Source: an optimization exercise on an open RTL-to-GDS flow (aim: small area and a short achievable clock period). Production flows keep margins and buffers that such runs may drop. In this exercise RTL edits were held to simulation tests only and were not proved equivalent to the original. Power figures rest on the tool's default switching activity, not on a simulated workload.

==> flow/design.v, too long to show whole: its modules and the start of the top module <==
// module vga_controller: 1746 lines
module vga_controller(clk_148MHz, reset, sw, btnU, btnD, btnR, btnL, hsync, vsync, video_on, h_count_reg, v_count_reg, vgaRed, vgaGreen, vgaBlue);
  // ...
==> flow/flow/run.sh <==
#!/bin/bash
# Standard ORFS layout; smaller port buffers, a smaller clock tree without dummy loads,
# and a timing-repair margin of 6 ns (the SDC is unchanged).
bash standard.sh SETUP_SLACK_MARGIN=6 \
  "BUFFER_PORTS_ARGS=-buffer_cell sky130_fd_sc_hd__buf_2" \
  "CTS_ARGS=-sink_clustering_enable -repair_clock_nets -dont_use_dummy_load -buf_list sky130_fd_sc_hd__clkbuf_8 -sink_clustering_size 30" \
  finish > standard_run.log 2>&1
==> flow/standard.sh <==
#!/bin/bash
# synth_recipe.tcl (not shown) runs the flow's synth.tcl, then flattens the netlist and writes it again
# the make line also repeats each setting of config.mk as NAME=value (left out here)
make -C /OpenROAD-flow-scripts/flow DESIGN_CONFIG=/design/flow/config.mk WORK_HOME=/design/flow/orfs CLKGATE_MAP_FILE= SYNTH_SCRIPT=/design/flow/synth_recipe.tcl "${@:-finish}"
==> flow/config.mk <==
export PLATFORM = sky130hd
export DESIGN_NAME = vga_controller
export DESIGN_NICKNAME = vga_controller
export VERILOG_FILES = /design/flow/design.v
export SDC_FILE = /design/flow/constraint.sdc
export NUM_CORES = 4
export LEC_CHECK = 0
export CAP_MARGIN = 20
export CORE_MARGIN = 2
export CORE_UTILIZATION = 60
export SLEW_MARGIN = 20
==> flow/constraint.sdc <==
create_clock -name core_clock -period 10.0 [get_ports {clk_148MHz}]
set_input_delay 2.0000 -clock core_clock [delete_from_list [all_inputs] [get_ports {clk_148MHz}]]
set_output_delay 2.0000 -clock core_clock [all_outputs]
set_load 0.01 [all_outputs]
==> impl_metrics.py, run 1 <==
metrics = {
    "finish": {
        "largest_register_ffs": 12,
        "inv_count": 57,
        "n_clock_buffer": 9,
        "area_delta_synth_final_pct": 17.4,
        "utilization_pct": 72.7,
    },
    "place": {
        "hpwl_microns": 11700,
        "portBuffers": 46,
    },
    "drt": {
        "wl_met2_microns": 7940,
        "vias_per_cell": 6.12,
    },
    "setup_path": {
        "cp-endpoint": "r3$_DFF_PP0_",
        "critPathMaxStageDelay_ns": 0.45,
        "worstReg2RegStart": "ch[0]$_DFF_PP0_",
        "cp_num_buf_inv": 3,
    },
    "sta": {
        "tightest_slew_ns": 0.929,
        "rsz0062_at_grt": "yes",
    },
    "clock_tree": {
        "clk_latency_ns": 0.35,
        "clock_sinks": 68,
        "cts_root_buf": "clkbuf_8",
    },
    "synthesis": {
        "synth_compound_area_share_pct": 20.6,
        "syn_avg_cell_area_sq_um": 8.44,
        "synthSimpleGateAreaFrac_pct": 19.6,
        "synth_edf_count": 0,
    },
    "global_routing": {
        "gr-usage-all-layers_pct": 29.5,
    },
    "outcome": {
        "status": "complete, no violations",
    },
    "floorplanning": {
        "boundaryPins": 57,
    },
}
==> run 2: changes to the inputs <==
--- a/flow/config.mk
+++ b/flow/config.mk
@@ -6,4 +6,5 @@
 export NUM_CORES = 4
 export LEC_CHECK = 0
+export ABC_AREA = 1
 export CAP_MARGIN = 20
 export CORE_MARGIN = 2
==> run 2 against run 1 <==
Net effect:
- highest routed layer unchanged
- clock power is essentially flat
- non-clock buffer count decreased by 11
- worst hold slack got worse by 0.050 ns
- first-iteration DRC count up 20%
- largest cell class unchanged
- design area decreased by 7.3%
- largest power group unchanged
- final cell count increased by 11%
- sequential share of layout area rose by 1.7 points
- combinational power down 28%
- critical path type unchanged
==> impl_metrics.py, run 2 <==
metrics = {
    "finish": {
        "utilization_pct": 71.2,
        "finalNonFillerCells": 1006,
        "drive_above_1_share_pct": 21.0,
        "largest_register_ffs": 12,
        "area_delta_synth_final_pct": 14.7,
        "nNetsFinal": 951,
        "antenna_cells": 0,
        "mostFrequentLayoutCell": "nand2_1",
        "mostFrequentLayoutCells": "nand2_1, inv_1, nor2_1, nand3_1, dfrtp_1",
    },
    "global_routing": {
        "grt_first_pass_wirelength_microns": 24300,
        "gr-usage-all-layers_pct": 29.5,
        "grt_pass1_vias": 5242,
        "grt.overflow.total": 0,
        "grt_max_degree": 69,
        "antenna_found_initial": 0,
    },
    "drt": {
        "ant_nets": 0,
        "drt-initial-drc-count": 421,
        "vias_per_cell": 5.65,
        "wl_per_cell_microns": 15.5,
        "wirelength_microns": 15600,
        "drc": 0,
        "firstDrtPassIters": 6,
        "vias": 5688,
    },
    "setup_path": {
        "required_ns": 10.23,
        "path_class": "flop to flop",
        "cp.arrival_ns": 4.13,
        "end_kind": "flop",
        "worstPathMaxFanout": 3,
        "critPathLaunchType": "flop",
    },
    "synthesis": {
        "synth_area_leader_cell": "dfrtp_1",
        "synth-async-reset-ratio_pct": 100,
        "syn_inst": 819,
        "ys_seq_area_share_pct": 29.8,
        "synthTopCellsByCount": "nand2_1, inv_1, nor2_1",
        "synth.ff_latch_count": 68,
        "ys.flop_type": "dfrtp_1",
        "synth_edf_count": 0,
        "syn-cell-area_sq_mm": 0.00577,
        "synthTopCellsByArea": "dfrtp_1, nand2_1, ha_1, inv_1, dfstp_2",
        "synthDistinctLibCells": 51,
        "synth_top_area_share_pct": 23.9,
        "syn_avg_cell_area_sq_um": 7.04,
        "synth_warnings": 1,
        "synth_most_common_cell": "nand2_1",
        "syn-num-nets": 891,
    },
    "place": {
        "hpwl_microns": 11100,
        "portBuffers": 46,
        "pre_cts_ws_ns": 5.15,
        "dp.cells": 959,
        "place_congestion": 0.920,
    },
    "clock_tree": {
        "cts.clk_slew.worst_paths_ns": 0.08,
        "clock_sinks": 68,
        "tritoncts": "done",
        "cts_root_buf": "clkbuf_8",
        "htreeDepth": 3,
        "clk_latency_ns": 0.34,
        "cts_buffers": 9,
        "ctsHoldBuffers": 0,
        "cts_max_path_buffers": 2,
    },
    "floorplanning": {
        "die_h_microns": 102,
        "row_count": 35,
        "boundaryPins": 57,
        "core_region_area_sq_mm": 0.00928,
        "die_area_sq_mm": 0.0104,
        "die_x_microns": 102,
        "initial_core_util_pct": 62.1,
    },
    "sta": {
        "maxSlewHeadroom_pct": 42.4,
        "finalSetupViolCount": 0,
        "tightest_slew_ns": 0.864,
        "post-route-period-util_pct": 38.9,
        "tns_ns": 0,
        "hold_viol": 0,
        "slew_viol_final": 0,
        "fin_skew_ns": 0.0246,
        "rsz0062_at_grt": "yes",
        "max_freq_ghz": 0.257,
        "period_minus_slack_ns": 3.89,
        "worst_slack_ns": 6.11,
    },
    "power_and_ir_drop": {
        "power_switching_mw": 0.435,
        "p_seq_share_pct": 36.7,
        "p_int_mw": 0.541,
        "swShare_pct": 44.6,
        "power_frac_comb_pct": 45.1,
        "vdd_drop_max_uv": 89.2,
        "clkPwrFrac_pct": 18.1,
        "p_leak_nw": 3.59,
        "p_per_area_mw_per_mm2": 148,
    },
    "outcome": {
        "status": "complete, no violations",
    },
    "hold_path": {
        "hold_class": "flop to flop",
    },
    "run": {
        "drv_cap": 0,
    },
}
## run 2: cell types whose count changed in the layout (fill, tap and decap cells not counted), sizes merged, moves of 7 or more
cell	delta
nand2	+174
inv	+67
nand3	+42
xnor2	-32
a21oi	-19
nand2b	-16
nor2	+15
o21ai	+14
and3	-13
nor2b	-13
mux2	-12
mux2i	-12
buf	-11
or3	-7
## run 2: final timing paths
| path | start | to | slack, ns | cells after the start |
|---|---|---|---|---|
| min in group asynchronous | reset | lfsr[2]$_DFFE_PP0P_ | 1.91 | 3 |
| max in group asynchronous | reset | h_count_reg[7]$_DFFE_PP0P_ | 7.47 | 3 |
| worst max-delay path | ch[0]$_DFF_PP0_ | b3$_DFF_PP0_ | 6.11 | 20 |
| worst max register to register | ch[0]$_DFF_PP0_ | b3$_DFF_PP0_ | 6.11 | 20 |
| worst min-delay path | lfsr[0]$_DFFE_PP0P_ | lfsr[1]$_DFFE_PP0P_ | 0.48 | 2 |
| worst min register to register | lfsr[0]$_DFFE_PP0P_ | lfsr[1]$_DFFE_PP0P_ | 0.48 | 2 |
## run 2: kinds of logic (layout without fill, tap and decap cells)
kind of cell    Yosys count  after routing  share of synthesized area, %
buf+inv                 161            219                          12.3
fa+ha+maj                54             54                          12.5
xor+xnor                 16             16                          2.43
other cells               1              1                        0.0650
compound gates          128            128                          13.5
mux                       1              1                         0.174
flops                    68             68                          29.8
simple gates            390            390                          29.2
## run 2: area by class of cell
| cell class | instances | area, sq um |
|---|---|---|
| multi-input combinational | 590 | 3590 |
| fill | 803 | 2670 |
| sequential | 68 | 1720 |
| timing repair buffer | 85 | 538 |
| inverter | 125 | 475 |
| tap | 129 | 161 |
| clock buffer | 9 | 124 |
## run 2: power by group through the flow
stage          Clock [mW]  Combinational (mW)  Sequential, mW
4_1_cts             0.178               0.414           0.357
5_1_grt             0.190               0.507           0.363
3_5_place_dp            0               0.408           0.362
2_1_floorplan           0               0.350           0.329
3_3_place_gp            0               0.400           0.362
6_report            0.177               0.441           0.359
## run 2: what timing repair did
item,4_1_cts,5_1_grt
pin swaps,11,31
setup buffers,13,25
resized for setup,21,46
endpoints found under the setup margin,17,12
## run 2: worst max-delay path, stage by stage (launching register included)
cell,delay [ns]
dfrtp_1,0.37
inv_2,0.06
ha_4,0.15
fa_2,0.32
inv_2,0.06
fa_2,0.18
fa_2,0.20
fa_2,0.19
inv_2,0.04
fa_2,0.33
fa_2,0.40
xnor2_2,0.16
a21o_1,0.17
nand2_2,0.08
inv_2,0.05
o21ai_2,0.16
a32oi_2,0.09
a2111oi_4,0.31
nand3_2,0.19
o21ai_1,0.19
nand2_1,0.08
## run 2: stage by stage
| step | power (mW) | cell area [sq um] | hold slack, ns |
|---|---|---|---|
| 6_report | 0.976 | 6610 | 0.479 |
| 5_1_grt | 1.06 | 6610 | 0.517 |
| 4_1_cts | 0.949 | 6220 | 0.485 |
| 3_5_place_dp | 0.771 | 5930 | 0.483 |
| 3_3_place_gp | 0.762 | 5930 | 0.462 |
| 2_1_floorplan | 0.679 | 5770 | 0.450 |
## run 2: metal layers
layer	part of all wire (%)	GRT usage, %	up-vias
li1	-	-	2766
met1	44	40.6	2686
met2	48	48.9	206
met3	5.9	3.49	30
met4	2.1	9.85	0
met5	0	0	-
==> run 3: changes to the inputs <==
==> flow/flow/run.sh (replaced) <==
#!/bin/bash
# Standard ORFS layout; smaller port buffers, a smaller clock tree without dummy loads,
# and a timing-repair margin of 6.5 ns (the SDC is unchanged).
bash standard.sh SETUP_SLACK_MARGIN=6.5 \
  "BUFFER_PORTS_ARGS=-buffer_cell sky130_fd_sc_hd__buf_2" \
  "CTS_ARGS=-sink_clustering_enable -repair_clock_nets -dont_use_dummy_load -buf_list sky130_fd_sc_hd__clkbuf_8 -sink_clustering_size 30" \
  finish > standard_run.log 2>&1
==> run 3 against run 2 <==
Net effect:
- final cell count grew 2.0%
- sequential power is essentially flat
- maximum frequency grew 1.8%
- critical endpoint unchanged
- count of clock-buffer cells in the layout is the same
- utilization grew 3.9 points
- clock skew grew 0.0043 ns
- sequential share of layout area shrank 1.3 points
- largest cell class unchanged
- worst hold slack gained 0.029 ns
==> impl_metrics.py, run 3 <==
metrics = {
    "finish": {
        "mostFrequentLayoutCells": "nand2_1, inv_1, nor2_1, buf_4, nand3_1",
        "nNetsFinal": 971,
        "largest_register_ffs": 12,
        "mostFrequentLayoutCell": "nand2_1",
        "n_fill_cell": 731,
        "area_delta_synth_final_pct": 21.0,
        "antenna_cells": 0,
        "multi_input_area_sq_mm": 0.00377,
        "drive_above_1_share_pct": 28.0,
        "seqCellArea_sq_mm": 0.00173,
    },
    "drt": {
        "ant_nets": 0,
        "drt-initial-drc-count": 341,
        "vias_per_cell": 5.57,
        "wirelength_microns": 15900,
        "wl_per_cell_microns": 15.5,
        "firstDrtPassIters": 5,
        "vias": 5714,
        "drc": 0,
    },
    "sta": {
        "fin_skew_ns": 0.0290,
        "max_freq_ghz": 0.262,
        "post-route-period-util_pct": 38.2,
        "worst_slack_ns": 6.18,
        "tns_ns": 0,
        "hold_viol": 0,
        "finalSetupViolCount": 0,
        "period_minus_slack_ns": 3.82,
        "maxSlewHeadroom_pct": 41.0,
        "tightest_slew_ns": 0.886,
        "slew_viol_final": 0,
        "rsz0062_at_grt": "yes",
    },
    "power_and_ir_drop": {
        "p_per_area_mw_per_mm2": 146,
        "finalPower_mw": 1.02,
        "vdd_drop_max_uv": 81.2,
        "p_leak_nw": 3.70,
    },
    "global_routing": {
        "use_met1_pct": 42.3,
        "grt_max_degree": 69,
        "met2_usage_pct": 51.0,
        "gr-usage-all-layers_pct": 31.2,
        "use_met3_pct": 4.51,
        "grt_pass1_vias": 5313,
        "busiest_layer": "met2",
        "antenna_found_initial": 0,
        "grt.overflow.total": 0,
        "grt_first_pass_wirelength_microns": 25300,
    },
    "synthesis": {
        "synthDistinctLibCells": 51,
        "synth_most_common_cell": "nand2_1",
        "synth.ff_latch_count": 68,
        "synth_warnings": 1,
        "ys.flop_type": "dfrtp_1",
        "syn-num-nets": 891,
        "synth-async-reset-ratio_pct": 100,
        "syn_inst": 819,
        "ys_seq_area_share_pct": 29.8,
        "synthTopCellsByCount": "nand2_1, inv_1, nor2_1",
        "synth_top_area_share_pct": 23.9,
        "syn-cell-area_sq_mm": 0.00577,
        "syn_avg_cell_area_sq_um": 7.04,
        "synthTopCellsByArea": "dfrtp_1, nand2_1, ha_1, inv_1, dfstp_2",
        "synth_area_leader_cell": "dfrtp_1",
        "synth_edf_count": 0,
    },
    "hold_path": {
        "hold_class": "flop to flop",
        "hold_depth": 2,
    },
    "clock_tree": {
        "cts_root_buf": "clkbuf_8",
        "tritoncts": "done",
        "cts_max_path_buffers": 2,
        "clk_latency_ns": 0.35,
        "clock_sinks": 68,
        "cts.clk_slew.worst_paths_ns": 0.07,
        "cts_buffers": 9,
        "htreeDepth": 3,
        "ctsHoldBuffers": 0,
    },
    "setup_path": {
        "worstPathMaxFanout": 3,
        "cp.arrival_ns": 4.05,
        "crit_family": "adder cells",
        "worstSetupPathDepth": 19,
        "cp_num_buf_inv": 3,
        "critPathMaxStageDelay_ns": 0.44,
        "cpMaxStageDelayCell": "dfrtp_2",
        "required_ns": 10.22,
        "end_kind": "flop",
        "critPathLaunchType": "flop",
        "reg2reg_depth": 19,
        "path_class": "flop to flop",
        "worstPathCellList": "ha_4, fa_2, inv_2, fa_2, fa_2, fa_2, inv_2, fa_2, fa_2, xnor2_2, a21o_1, nand2_2, inv_4, o21ai_4, a32oi_2, a2111oi_4, nand3_2, o21ai_1, nand2_1",
        "cpMostUsedCell": "fa_2",
    },
    "place": {
        "portBuffers": 46,
        "place_congestion": 0.953,
        "hpwl_microns": 11100,
        "pre_cts_ws_ns": 5.41,
    },
    "floorplanning": {
        "initial_core_util_pct": 62.1,
        "boundaryPins": 57,
        "row_count": 35,
        "die_x_microns": 102,
        "core_region_area_sq_mm": 0.00928,
        "die_h_microns": 102,
        "die_area_sq_mm": 0.0104,
    },
    "outcome": {
        "status": "complete, no violations",
    },
    "run": {
        "drv_cap": 0,
    },
}
==> run 3: cell counts after synthesis <==
No cell type changed its count.
==> run 3: final timing paths <==
kind	start	end	slack (ns)
setup reg to reg	h_count_reg[0]$_DFF_PP0_	b3$_DFF_PP0_	6.18
max in group asynchronous	reset	v_count_reg_reg[3]$_DFF_PP0_	7.42
min in group asynchronous	reset	lfsr[6]$_DFFE_PP0P_	1.94
hold reg to reg	lfsr[5]$_DFFE_PP0P_	lfsr[5]$_DFFE_PP0P_	0.51
hold / removal	lfsr[5]$_DFFE_PP0P_	lfsr[5]$_DFFE_PP0P_	0.51
setup / recovery	h_count_reg[0]$_DFF_PP0_	b3$_DFF_PP0_	6.18
==> run 3: through the flow <==
stage | std cells | utilization [%] | hold WS [ns] | instance area [sq um]
6_report | 1026 | 75.2 | 0.508 | 6980
5_1_grt | 1026 | 75.2 | 0.545 | 6980
4_1_cts | 1003 | 71.1 | 0.507 | 6600
3_5_place_dp | 959 | 64.5 | 0.489 | 5990
3_3_place_gp | 959 | 64.5 | 0.464 | 5990
2_1_floorplan | 819 | - | 0.450 | 5830
==> run 3: what timing repair did <==
item                       in CTS  in global routing
gates resized for setup        60                 51
setup endpoints to repair      22                 18
pin swaps                      31                 40
setup buffers                  35                 23
==> run 3: area by class of cell <==
cell class | instances | area share [%]
Clock buffer | 9 | 1.78
Inverter | 125 | 7.05
Sequential cell | 68 | 24.7
Multi-Input combinational cell | 590 | 54.0
Tap cell | 129 | 2.31
Timing Repair Buffer | 105 | 10.1
==> run 3: metal layers <==
layer	vias to the layer above	share of wire [%]	wire length (microns)
li1	2818	-	-
met1	2655	44	6960
met2	205	48	7610
met3	36	5.4	857
met4	0	3.1	492
met5	-	0	0
==> run 3: power breakdown <==
part	switching (mW)	internal [mW]	leakage (nW)
logic	0.312	0.172	2.81
clock network	0.0975	0.0804	0.0647
registers	0.0488	0.308	0.826
total	0.458	0.561	3.70
==> run 3: logic make-up (layout without fill, tap and decap cells) <==
family,Yosys count,count (layout),share of synthesized area (%)
compound gates,128,128,13.5
xor+xnor,16,16,2.43
fa+ha+maj,54,54,12.5
buf+inv,161,239,12.3
flops,68,68,29.8
mux,1,1,0.174
other cells,1,1,0.0650
simple gates,390,390,29.2
==> run 3: worst reg2reg max path: stages, from the launching register on <==
cell and delay, ns:
dfrtp_2 0.44, ha_4 0.17, fa_2 0.33, inv_2 0.06
fa_2 0.18, fa_2 0.19, fa_2 0.19, inv_2 0.04
fa_2 0.33, fa_2 0.39, xnor2_2 0.16, a21o_1 0.17
nand2_2 0.09, inv_4 0.04, o21ai_4 0.15, a32oi_2 0.09
a2111oi_4 0.30, nand3_2 0.18, o21ai_1 0.15, nand2_1 0.07

[re-timing with driven ports]
The flow's constraints put no driver on any port. The routed layouts listed below were extracted and timed again, unchanged, in two steps.
Step 1, drivers: a clkbuf_16 drives clk_148MHz and a buf_2 each remaining input, both assumed.
Step 2 adds t to the input delays and takes it off the output delays; t is the mean of the earliest and latest rising clock arrival at the registers after step 1. Input paths then give back, and output paths get back, about the clock's delay inside the block.
a / b / c = ideal ports / drivers / drivers and shift; a / b = the first two.
run	t (ns)	setup WS [ns]	worst hold slack (ns)	worst setup path at the end
run 1	0.375	5.683 / 5.683 / 5.387	0.529 / 0.529 / 0.529	input to register
run 2	0.366	6.107 / 6.098 / 5.732	0.479 / 0.479 / 0.479	input to register
run 3	0.374	6.176 / 6.176 / 5.808	0.508 / 0.508 / 0.508	input to register
After both steps every run listed still meets setup and hold. For run 2, which loses most, drivers alone change the setup slack by -0.009 ns; drivers and shift together by -0.375 ns.
